This is an optimization exercise on Yosys and OpenROAD, whose aim is small area and a short achievable clock period, not a production implementation. Where RTL was checked, it was by simulation tests only, not by an equivalence proof against the original.

==> inputs of 02-28 <==
==> flow/design.v (excerpt) <==
module FilterPipe (
    input  wire         clk,
    input  wire         rst,
    input  wire         in_valid,
    input  wire [2:0]   op_code,
    input  wire [1:0]   matrix_size,
    input  wire [199:0] matrix_a,
    input  wire [199:0] matrix_b,
    input  wire [199:0] matrix_c,
    output reg          out_valid,
    output reg  [7:0]   result
);
clock: 190.0 ns
lec_check: 0
cap_margin: 20
core_margin: 2
core_utilization: 40
place_density_lb_addon: 0.1
slew_margin: 20
synth_hierarchical: 1
run.sh (not shown) runs the stock make flow with config.mk's settings and CLKGATE_MAP_FILE= SYNTH_SCRIPT=/design/flow/synth_recipe.tcl, a recipe that flattens the netlist after the stock synthesis.
==> 12-09 (differences from 02-28) <==
==> flow/flow/run.sh (new file) <==
#!/bin/bash
# The standard layout (the standard.sh: ORFS synthesis to finish), with the
# port buffers that global placement inserts made sky130_fd_sc_hd__buf_1 cells
# instead of the cell buffer_ports picks by default.
set -euo pipefail
export BUFFER_PORTS_ARGS="-buffer_cell sky130_fd_sc_hd__buf_1"
bash standard.sh finish > standard.log 2>&1
==> flow/standard.sh (new file) <==
#!/bin/bash
# synth_recipe.tcl (not shown) runs the flow's synth.tcl, then flattens the netlist and writes it again
# the make line also repeats each setting of config.mk as NAME=value (left out here)
make -C /OpenROAD-flow-scripts/flow DESIGN_CONFIG=/design/flow/config.mk WORK_HOME=/design/flow/orfs CLKGATE_MAP_FILE= SYNTH_SCRIPT=/design/flow/synth_recipe.tcl "${@:-finish}"
removed: flow/run.sh
==> notes.md <==
Placed wire-length estimate after detailed placement: 02-28 481,000 um; 12-09 459,000 um
Slowest stage cell on the critical path: 02-28 sky130_fd_sc_hd__clkdlybuf4s50_1; 12-09 sky130_fd_sc_hd__dfxtp_1
Total cell area at the placement stage: 02-28 105,000 um2; 12-09 101,000 um2
1st-iter DRT viols: 02-28 11,400; 12-09 10,700
Met3 wirelength from detailed routing: 02-28 103,000 um; 12-09 96,100 um
Fraction of cell area in non-clock buffers: 02-28 7.11%; 12-09 3.72%
Worst clock skew: 02-28 0.0457 ns; 12-09 0.0289 ns
Met2 Track Usage GR: 02-28 57.4%; 12-09 55.7%
Relative slew slack: 02-28 20.9%; 12-09 15.4%
Via density: 02-28 6.09; 12-09 6.05
Total Wirelength: 02-28 566,000 um; 12-09 537,000 um
Maximum number of pins on one net before global-route repair: 02-28 95; 12-09 79
Sum of routed wire segments on met1: 02-28 228,000 um; 12-09 214,000 um
Result of the run: 02-28 no timing/DRC/antenna violations; 12-09 no timing/DRC/antenna violations
Final worst-path cycle share: 02-28 20.8%; 12-09 20.6%
Multi-input logic area: 02-28 80,300 um2; 12-09 80,300 um2
Total number of vias: 02-28 72,000; 12-09 71,600
Critical path destination: 02-28 out_valid; 12-09 result[0]
Total length of routed met2 wires: 02-28 208,000 um; 12-09 202,000 um
Worst slack after detailed placement: 02-28 150.16 ns; 12-09 150.16 ns
Number of buffers added by the clock tree synthesis step: 02-28 71; 12-09 69
Top achievable clock speed: 02-28 25.2 MHz; 12-09 25.5 MHz
Reg area: 02-28 12,300 um2; 12-09 12,300 um2
No run of this note included a check of the RTL's function; only the layout flow was run.

---

==> inputs of 10-20 <==
Another version of the RTL of FilterPipe (not shown whole).
==> module FilterPipe, before the edit <==
module FilterPipe (
    input  wire         clk,
    input  wire         rst,
    input  wire         in_valid,
    input  wire [2:0]   op_code,
    input  wire [1:0]   matrix_size,
    input  wire [199:0] matrix_a,
    input  wire [199:0] matrix_b,
    input  wire [199:0] matrix_c,
    output reg          out_valid,
    output reg  [7:0]   result
);
    wire m2 = matrix_size[1] | matrix_size[0];
    wire m3 = matrix_size[1];
    wire m4 = matrix_size[1] & matrix_size[0];
    wire [199:0] am;
    genvar e;
    generate
        for (e = 0; e < 25; e = e + 1) begin : g_mask
            localparam integer R = e / 5;
            localparam integer C = e % 5;
            localparam integer MX = (R > C) ? R : C;
            if (MX <= 1) begin : g_all
                assign am[8*e +: 8] = matrix_a[8*e +: 8];
            end else if (MX == 2) begin : g_2
                assign am[8*e +: 8] = matrix_a[8*e +: 8] & {8{m2}};
            end else if (MX == 3) begin : g_3
                assign am[8*e +: 8] = matrix_a[8*e +: 8] & {8{m3}};
            end else begin : g_4
                assign am[8*e +: 8] = matrix_a[8*e +: 8] & {8{m4}};
            end
        end
    endgenerate
    reg         v_r, is6_r, is7_r;
    reg [199:0] a_r, b_r, c_r;
    always @(posedge clk) begin
        if (rst) v_r <= 1'b0;
        else     v_r <= in_valid;
        is6_r <= (op_code == 3'd6);
        is7_r <= (op_code == 3'd7);
        a_r   <= am;
        b_r   <= matrix_b;
        c_r   <= matrix_c;
    end
    wire [7:0] ax, ay;
    wire       satx, saty, negx;
    Coprocessor core (
        .am(a_r), .matrix_b(b_r), .matrix_c(c_r),
        .ax(ax), .ay(ay), .satx(satx), .saty(saty), .negx(negx)
    );
    reg        v_m, satx_m, saty_m, negx_m, is6_m, is7_m;
    reg [7:0]  ax_m, ay_m;
    always @(posedge clk) begin
        if (rst) v_m <= 1'b0;
        else     v_m <= v_r;
        satx_m <= satx;
        saty_m <= saty;
        negx_m <= negx;
        is6_m  <= is6_r;
        is7_m  <= is7_r;
        ax_m   <= ax;
        ay_m   <= ay;
    end
    wire [7:0] grad;
    sqrt sqrt_unit (.x(ax_m), .y(ay_m), .out(grad));
    wire [7:0] grad_s = (satx_m | saty_m) ? 8'd255 : grad;
    wire [7:0] lap    = negx_m ? 8'd0 : (satx_m ? 8'd255 : ax_m);
    always @(posedge clk) begin
        if (rst) out_valid <= 1'b0;
        else     out_valid <= v_m;
        result <= is6_m ? lap : (is7_m ? grad_s : 8'd0);
    end
endmodule
export LEC_CHECK = 0
export CAP_MARGIN = 20
export CORE_MARGIN = 2
export CORE_UTILIZATION = 30
export CTS_CLUSTER_DIAMETER = 60
export CTS_CLUSTER_SIZE = 20
export PLACE_DENSITY_LB_ADDON = 0.1
export SLEW_MARGIN = 20
export SYNTH_HIERARCHICAL = 1
create_clock -name core_clock -period 190.0 [get_ports {clk}]
standard.sh (not shown) runs the stock make flow with config.mk's settings and CLKGATE_MAP_FILE= SYNTH_SCRIPT=/design/flow/synth_recipe.tcl, a recipe that flattens the netlist after the stock synthesis.
==> flow/flow/run.sh <==
#!/bin/bash
# The standard layout (the standard.sh: ORFS synthesis to finish), with the
# port buffers that global placement inserts made sky130_fd_sc_hd__buf_1 cells
# instead of the cell buffer_ports picks by default.
set -euo pipefail
export BUFFER_PORTS_ARGS="-buffer_cell sky130_fd_sc_hd__buf_1"
bash standard.sh finish > standard.log 2>&1
==> 03-05: changes against 10-20 <==
Settings changed: CELL_PAD_IN_SITES_DETAIL_PLACEMENT from default to 1, CORE_UTILIZATION 30 to 40.
==> 11-26: changes against 10-20 <==
--- a/flow/design.v
+++ b/flow/design.v
@@ -5375,15 +5375,5 @@
     );
-    reg        v_m, satx_m, saty_m, negx_m, is6_m, is7_m;
-    reg [7:0]  ax_m, ay_m;
-    always @(posedge clk) begin
-        if (rst) v_m <= 1'b0;
-        else     v_m <= v_r;
-        satx_m <= satx;
-        saty_m <= saty;
-        negx_m <= negx;
-        is6_m  <= is6_r;
-        is7_m  <= is7_r;
-        ax_m   <= ax;
-        ay_m   <= ay;
-    end
+    wire       v_m = v_r, satx_m = satx, saty_m = saty, negx_m = negx;
+    wire       is6_m = is6_r, is7_m = is7_r;
+    wire [7:0] ax_m = ax, ay_m = ay;
     wire [7:0] grad;
==> flow/flow/run.sh (replaced) <==
#!/bin/bash
# The standard layout (the standard.sh: ORFS from synthesis to finish) with
# three changes:
#  - ABC maps the logic for a load of 1 (ABC_LOAD_IN_FF=1) instead of the
#    platform's 5, so it does not upsize the small AOI cells it maps;
#  - the buffers that ABC inserted are removed at floorplan
#    (REMOVE_ABC_BUFFERS=1, as global placement is not timing driven here);
#  - the port buffers that global placement inserts are sky130_fd_sc_hd__buf_1.
# make's output goes to standard.log; ORFS keeps each step's log under orfs/logs.
set -euo pipefail
export BUFFER_PORTS_ARGS="-buffer_cell sky130_fd_sc_hd__buf_1"
bash standard.sh ABC_LOAD_IN_FF=1 REMOVE_ABC_BUFFERS=1 finish > standard.log 2>&1
Settings changed: CELL_PAD_IN_SITES_DETAIL_PLACEMENT from default to 1, CORE_UTILIZATION 30 to 40, CTS_CLUSTER_DIAMETER 60 to 80, CTS_CLUSTER_SIZE 20 to 30, GPL_TIMING_DRIVEN from default to 0.
==> summary of the runs <==
- In 10-20 the wire length is larger than in 03-05, by 2.6%.
- Via count: 10-20 < 11-26 < 03-05.
- 03-05 completed without violations. 10-20 ran to the end with no violations. 11-26 finished with timing, DRC and antenna clean.
- Setup slack: 11-26 > 10-20 > 03-05.
- Against 10-20, the clock-buffer cell count of 03-05 is lower by 7.
- Of 11-26 and 03-05, 03-05 has the higher area after synthesis (gap about 1.4%, measured against 03-05).
- In 10-20 the synthesized cell count is higher than in 11-26, by 0.35%.
- Clock skew, highest first: 03-05, 11-26, 10-20.
- The highest utilization belongs to 03-05, the lowest to 10-20.
- First-iteration DRC count: 03-05 > 11-26 > 10-20.
==> figures <==
	03-05	10-20	11-26
Run status	no timing/DRC/antenna violations	no timing/DRC/antenna violations	no timing/DRC/antenna violations
Gp weighted congestion	1.12	1.09	1.14
Peak per-stage delay on the critical path	0.31 ns	0.64 ns	0.32 ns
Layout Cell Area excl Fill	95700 um^2	97000 um^2	92300 um^2
Die Ht	476 um	549 um	473 um
Num CTS Buffers	52	54	28
Slowest-stage cell, CP	dfxtp_1	nor2_4	dfxtp_1
Multi-input gate area	73300 um^2	73300 um^2	72500 um^2
GRT Overall Usage	48.0%	36.8%	47.7%
Worst slew margin	28.4%	22.9%	11.9%
Fraction of area in clock buffers and inverters	1.89%	1.99%	1.05%
Cell depth of the worst hold path	0	0	1
Number of buffer and inverter instances along the worst setup path	1	2	1
Worst setup path startpoint	out_valid	matrix_size[1]	result[5]
Via count of the first global-routing pass	75300	72400	73700
Detail-routed net length per standard cell	52.4 um	49.2 um	53.5 um
Well-tap cell count	2975	3939	2871
Via count normalized by instance count	7.04	6.27	7.19
Net count of the finished layout	10600	10600	10300

## what the ideal ports hide
The flow's constraints put no driver on any port. The routed layouts listed below were extracted and timed again, unchanged, in two steps. Step 1 assumes that a clkbuf_16 drives the clock port and a buf_2 every other input. Step 2 moves the port delays by t, midway between the first and last clock arrival at a register: inputs arrive t later, outputs are due t later. That takes back most of the time a late clock gives input paths. a / b / c = ideal ports / drivers / drivers and shift; a / b = the first two.
| run | t (ns) | setup slack, ns | worst setup path after step 2 | latest minus earliest clock arrival (ns) |
|---|---|---|---|---|
| 02-28 | 0.827 | 150.392 / 150.295 / 150.097 | input to register | 0.067 / 0.067 |
| 12-09 | 0.833 | 150.768 / 150.668 / 150.076 | input to register | 0.036 / 0.035 |
| 10-20 | 0.853 | 150.762 / 150.663 / 149.996 | input to register | 0.029 / 0.030 |
| 03-05 | 0.851 | 150.741 / 150.633 / 150.163 | input to register | 0.043 / 0.042 |
| 11-26 | 0.831 | 150.770 / 150.666 / 150.543 | input to register | 0.039 / 0.039 |
After both steps every run listed still meets setup and hold. The setup slack of 10-20, which loses most, moves by -0.099 ns with the drivers and by -0.766 ns with both steps.
